What follows belongs to an exercise in optimizing a design on an open flow for small area, a short achievable clock period and few clock cycles; a production flow would make more cautious choices.
Only simulation tests tie the RTL to the original design; equivalence was not proved.
Power figures rest on the tool's default switching activity, not on a simulated workload.

Design cpu, start of the top module:
module cpu(clk,reset,s,load,in,out,N,V,Z,w);
input clk, reset, s, load;
input [15:0] in;
output [15:0] out;
output N, V, Z, w;
reg [15:0] ir;
reg [15:0] R [0:7];
always @(posedge clk)
  if (load) ir <= in;
wire [15:0] ins = load ? in : ir;
wire [2:0] opcode = ins[15:13];
wire [1:0] op = ins[12:11];
wire [2:0] rn = ins[10:8];
wire [2:0] rd = ins[7:5];
wire [1:0] sh = ins[4:3];
wire [2:0] rm = ins[2:0];
wire go = s & ~reset;
wire is_movi = (opcode == 3'b110) & (op == 2'b10);
wire is_mov  = (opcode == 3'b110) & (op == 2'b00);
wire is_alu  = (opcode == 3'b101);
wire is_cmp  = is_alu & (op == 2'b01);
wire is_and  = is_alu & (op == 2'b10);
wire writes_c = is_mov | (is_alu & (op != 2'b01));
wire use_a   = is_alu & (op != 2'b11);    
wire inv     = is_alu & op[0];
reg [15:0] p2, g2;
reg a15_2, inv2, and2, wr2, wc2, cmp2;
reg [2:0] wa2;
reg [15:0] c;
reg [2:0] nvz;
wire [15:0] res, out_n;
wire [2:0] nvz_n;
wire [7:0] busy = {8{wr2}} & (8'd1 << wa2);
wire [7:0] sel_n, sel_m;
wire fwd_n, fwd_m;
Instruction_Decoder dec(.load(load), .in_n(in[10:8]), .in_m(in[2:0]),
  .ir_n(ir[10:8]), .ir_m(ir[2:0]), .en_n(1'b1), .en_m(~is_movi), .busy(busy),
  .sel_n(sel_n), .sel_m(sel_m), .fwd_n(fwd_n), .fwd_m(fwd_m));
reg [15:0] a, bs;
integer k;
always @(*) begin
  a  = {16{fwd_n}} & res;
  bs = {16{fwd_m}} & res;
  for (k = 0; k < 8; k = k + 1) begin
    a  = a  | ({16{sel_n[k]}} & R[k]);
    bs = bs | ({16{sel_m[k]}} & R[k]);
  end
end
reg  [15:0] b;
always @(*)
  case (sh)
    2'b00: b = bs;
    2'b01: b = {bs[14:0], 1'b0};
    2'b10: b = {1'b0, bs[15:1]};
    default: b = {bs[15], bs[15:1]};
  endcase
wire [15:0] x = is_movi ? {{8{ins[7]}}, ins[7:0]} : ((use_a ? a : 16'd0) ^ {16{inv}});
always @(posedge clk) begin
  p2    <= x ^ b;
  g2    <= x & b;
  a15_2 <= a[15];
  ...
Size: ~200 flip-flops, ~40 I/O pins.
==> module ALU, before the edit <==
module ALU(
  input  [15:0] p,       
  input  [15:0] g,       
  input         inv,     
  input         a15,     
  input         is_and,  
  input         wc,      
  input         cmp,     
  input  [15:0] c,       
  input  [2:0]  nvz,     
  output [15:0] res,     
  output [15:0] out_n,   
  output [2:0]  nvz_n    
);
wire [15:0] gl [0:4];
wire [15:0] pl [0:4];
assign gl[0] = g;
assign pl[0] = p;
genvar l, i;
generate
  for (l = 0; l < 4; l = l + 1) begin : lvl
    for (i = 0; i < 16; i = i + 1) begin : bt
      if (i >= (1 << l)) begin : comb
        assign gl[l+1][i] = gl[l][i] | (pl[l][i] & gl[l][i - (1 << l)]);
        assign pl[l+1][i] = pl[l][i] & pl[l][i - (1 << l)];
      end else begin : pass
        assign gl[l+1][i] = gl[l][i];
        assign pl[l+1][i] = pl[l][i];
      end
    end
  end
endgenerate
wire [15:0] cy = {gl[4][14:0], 1'b0};
wire [15:0] r0 = is_and ? g : (p ^ {16{inv}});
wire [15:0] r1 = is_and ? g : ~(p ^ {16{inv}});
wire [15:0] o0 = wc ? r0 : c;
wire [15:0] o1 = wc ? r1 : c;
genvar k;
generate
  for (k = 0; k < 16; k = k + 1) begin : sel
    assign res[k]   = cy[k] ? r1[k] : r0[k];
    assign out_n[k] = cy[k] ? o1[k] : o0[k];
  end
endgenerate
wire r15 = ~(p[15] ^ cy[15]);
assign nvz_n = cmp ? {r15, p[15] & (r15 ^ a15), &p} : nvz;
endmodule
==> module cpu, before the edit <==
module cpu(clk,reset,s,load,in,out,N,V,Z,w);
input clk, reset, s, load;
input [15:0] in;
output [15:0] out;
output N, V, Z, w;
reg [15:0] ir;
reg [15:0] R [0:7];
always @(posedge clk)
  if (load) ir <= in;
wire [15:0] ins = load ? in : ir;
wire [2:0] opcode = ins[15:13];
wire [1:0] op = ins[12:11];
wire [2:0] rn = ins[10:8];
wire [2:0] rd = ins[7:5];
wire [1:0] sh = ins[4:3];
wire [2:0] rm = ins[2:0];
wire go = s & ~reset;
wire is_movi = (opcode == 3'b110) & (op == 2'b10);
wire is_mov  = (opcode == 3'b110) & (op == 2'b00);
wire is_alu  = (opcode == 3'b101);
wire is_cmp  = is_alu & (op == 2'b01);
wire is_and  = is_alu & (op == 2'b10);
wire writes_c = is_mov | (is_alu & (op != 2'b01));
wire use_a   = is_alu & (op != 2'b11);    
wire inv     = is_alu & op[0];
reg [15:0] p2, g2;
reg a15_2, inv2, and2, wr2, wc2, cmp2;
reg [2:0] wa2;
reg [15:0] c;
reg [2:0] nvz;
wire [15:0] res, out_n;
wire [2:0] nvz_n;
wire [7:0] busy = {8{wr2}} & (8'd1 << wa2);
wire [7:0] sel_n, sel_m;
wire fwd_n, fwd_m;
Instruction_Decoder dec(.load(load), .in_n(in[10:8]), .in_m(in[2:0]),
  .ir_n(ir[10:8]), .ir_m(ir[2:0]), .en_n(1'b1), .en_m(~is_movi), .busy(busy),
  .sel_n(sel_n), .sel_m(sel_m), .fwd_n(fwd_n), .fwd_m(fwd_m));
reg [15:0] a, bs;
integer k;
always @(*) begin
  a  = {16{fwd_n}} & res;
  bs = {16{fwd_m}} & res;
  for (k = 0; k < 8; k = k + 1) begin
    a  = a  | ({16{sel_n[k]}} & R[k]);
    bs = bs | ({16{sel_m[k]}} & R[k]);
  end
end
reg  [15:0] b;
always @(*)
  case (sh)
    2'b00: b = bs;
    2'b01: b = {bs[14:0], 1'b0};
    2'b10: b = {1'b0, bs[15:1]};
    default: b = {bs[15], bs[15:1]};
  endcase
wire [15:0] x = is_movi ? {{8{ins[7]}}, ins[7:0]} : ((use_a ? a : 16'd0) ^ {16{inv}});
always @(posedge clk) begin
  p2    <= x ^ b;
  g2    <= x & b;
  a15_2 <= a[15];
  inv2  <= inv;
  and2  <= is_and;
  wr2   <= go & (is_movi | writes_c);
  wc2   <= go & writes_c;
  cmp2  <= go & is_cmp;
  wa2   <= is_movi ? rn : rd;
end
ALU alu(.p(p2), .g(g2), .inv(inv2), .a15(a15_2), .is_and(and2), .wc(wc2),
        .cmp(cmp2), .c(c), .nvz(nvz), .res(res), .out_n(out_n), .nvz_n(nvz_n));
always @(posedge clk) begin
  if (wr2) R[wa2] <= res;
  c   <= out_n;
  nvz <= nvz_n;
end
assign out = out_n;
assign {N, V, Z} = nvz_n;
assign w = 1'b1;
endmodule
export LEC_CHECK = 0
export CAP_MARGIN = 20
export CORE_MARGIN = 2
export CORE_UTILIZATION = 40
export CTS_BUF_LIST = sky130_fd_sc_hd__clkbuf_8
export CTS_CLUSTER_DIAMETER = 60
export CTS_CLUSTER_SIZE = 20
export SETUP_SLACK_MARGIN = 2.5
export SLEW_MARGIN = 20
export SYNTH_HIERARCHICAL = 1
export TNS_END_PERCENT = 0
create_clock -name core_clock -period 5.5 [get_ports {clk}]
standard.sh (not shown) runs the stock make flow with config.mk's settings and CLKGATE_MAP_FILE= SYNTH_SCRIPT=/design/flow/synth_recipe.tcl, a recipe that flattens the netlist after the stock synthesis.
==> flow/flow/run.sh <==
#!/bin/bash
# The standard layout, with plain buffers (rather than the delay cells
# buffer_ports picks by default) on the input and output ports.
set -euo pipefail
bash standard.sh BUFFER_PORTS_ARGS="-buffer_cell sky130_fd_sc_hd__buf_2" finish > standard.log 2>&1
Testbench counts at the start, summed over its fixed seeds: cycles 24,064.
Rerun with:
--- a/flow/design.v
+++ b/flow/design.v
@@ -12,8 +12,16 @@
 assign sel_n = dn & ~busy & {8{en_n}};
 assign sel_m = dm & ~busy & {8{en_m}};
 assign fwd_n = |(dn & busy) & en_n;
 assign fwd_m = |(dm & busy) & en_m;
+endmodule
+module shifter(
+  input  s,
+  input  a0,
+  input  a1,
+  output y
+);
+assign y = s ? a1 : a0;
 endmodule
 module ALU(
   input  [15:0] p,       
   input  [15:0] g,       
@@ -53,14 +61,19 @@
 wire [15:0] o1 = wc ? r1 : c;
 genvar k;
 generate
   for (k = 0; k < 16; k = k + 1) begin : sel
-    assign res[k]   = cy[k] ? r1[k] : r0[k];
-    assign out_n[k] = cy[k] ? o1[k] : o0[k];
+    shifter mr(.s(cy[k]), .a0(r0[k]), .a1(r1[k]), .y(res[k]));
+    shifter mo(.s(cy[k]), .a0(o0[k]), .a1(o1[k]), .y(out_n[k]));
   end
 endgenerate
-wire r15 = ~(p[15] ^ cy[15]);
-assign nvz_n = cmp ? {r15, p[15] & (r15 ^ a15), &p} : nvz;
+wire n0 = cmp ? ~p[15] : nvz[2];
+wire n1 = cmp ? p[15] : nvz[2];
+wire v0 = cmp ? p[15] & (~p[15] ^ a15) : nvz[1];
+wire v1 = cmp ? p[15] & (p[15] ^ a15) : nvz[1];
+shifter mn(.s(cy[15]), .a0(n0), .a1(n1), .y(nvz_n[2]));
+shifter mv(.s(cy[15]), .a0(v0), .a1(v1), .y(nvz_n[1]));
+assign nvz_n[0] = cmp ? &p : nvz[0];
 endmodule
 module cpu(clk,reset,s,load,in,out,N,V,Z,w);
 input clk, reset, s, load;
 input [15:0] in;
@@ -86,15 +99,14 @@
 wire writes_c = is_mov | (is_alu & (op != 2'b01));
 wire use_a   = is_alu & (op != 2'b11);    
 wire inv     = is_alu & op[0];
 reg [15:0] p2, g2;
-reg a15_2, inv2, and2, wr2, wc2, cmp2;
-reg [2:0] wa2;
+reg a15_2, inv2, and2, wc2, cmp2;
+reg [7:0] busy;
 reg [15:0] c;
 reg [2:0] nvz;
 wire [15:0] res, out_n;
 wire [2:0] nvz_n;
-wire [7:0] busy = {8{wr2}} & (8'd1 << wa2);
 wire [7:0] sel_n, sel_m;
 wire fwd_n, fwd_m;
 Instruction_Decoder dec(.load(load), .in_n(in[10:8]), .in_m(in[2:0]),
   .ir_n(ir[10:8]), .ir_m(ir[2:0]), .en_n(1'b1), .en_m(~is_movi), .busy(busy),
@@ -123,17 +135,17 @@
   g2    <= x & b;
   a15_2 <= a[15];
   inv2  <= inv;
   and2  <= is_and;
-  wr2   <= go & (is_movi | writes_c);
+  busy  <= (go & (is_movi | writes_c)) ? (8'd1 << (is_movi ? rn : rd)) : 8'd0;
   wc2   <= go & writes_c;
   cmp2  <= go & is_cmp;
-  wa2   <= is_movi ? rn : rd;
 end
 ALU alu(.p(p2), .g(g2), .inv(inv2), .a15(a15_2), .is_and(and2), .wc(wc2),
         .cmp(cmp2), .c(c), .nvz(nvz), .res(res), .out_n(out_n), .nvz_n(nvz_n));
 always @(posedge clk) begin
-  if (wr2) R[wa2] <= res;
+  for (k = 0; k < 8; k = k + 1)
+    if (busy[k]) R[k] <= res;
   c   <= out_n;
   nvz <= nvz_n;
 end
 assign out = out_n;
- setup slack improved by 27 ps
- non-clock buffer count rises by 10
- global-route usage falls by 1.0 points
- total power rises by about 6.4%
- routed wire length rises by 1.5%
- design area rises by 6.6%
- clock power rises by about 10%
- clock skew is about the same
- synthesized area rises by 6.8%
- core utilization falls by 0.26 points
Testbench counts after the change, summed over its fixed seeds: cycles 24,064.

port drivers added, routing unchanged:
The flow's constraints put no driver on any port. The routed layouts listed below were extracted and timed again, unchanged, in two steps. Step 1, drivers: a clkbuf_16 drives clk and a buf_2 each remaining input, both assumed. Step 2, shift: input delay + t, output delay - t, t = (earliest + latest rising clock arrival at the registers) / 2. This alone moves slack from input paths to output paths. Three values: no drivers, after step 1, after step 2; two values: the first two.
run	t, ns	slack for setup (ns)	clock arrival spread, ns
the first run	0.563	1.920 / 1.878 / 1.406	0.023 / 0.022
the second run	0.572	1.947 / 1.906 / 1.334	0.028 / 0.028
After both steps every run listed still meets setup and hold. For the second run, which loses most, drivers alone change the setup slack by -0.041 ns; drivers and shift together by -0.613 ns.
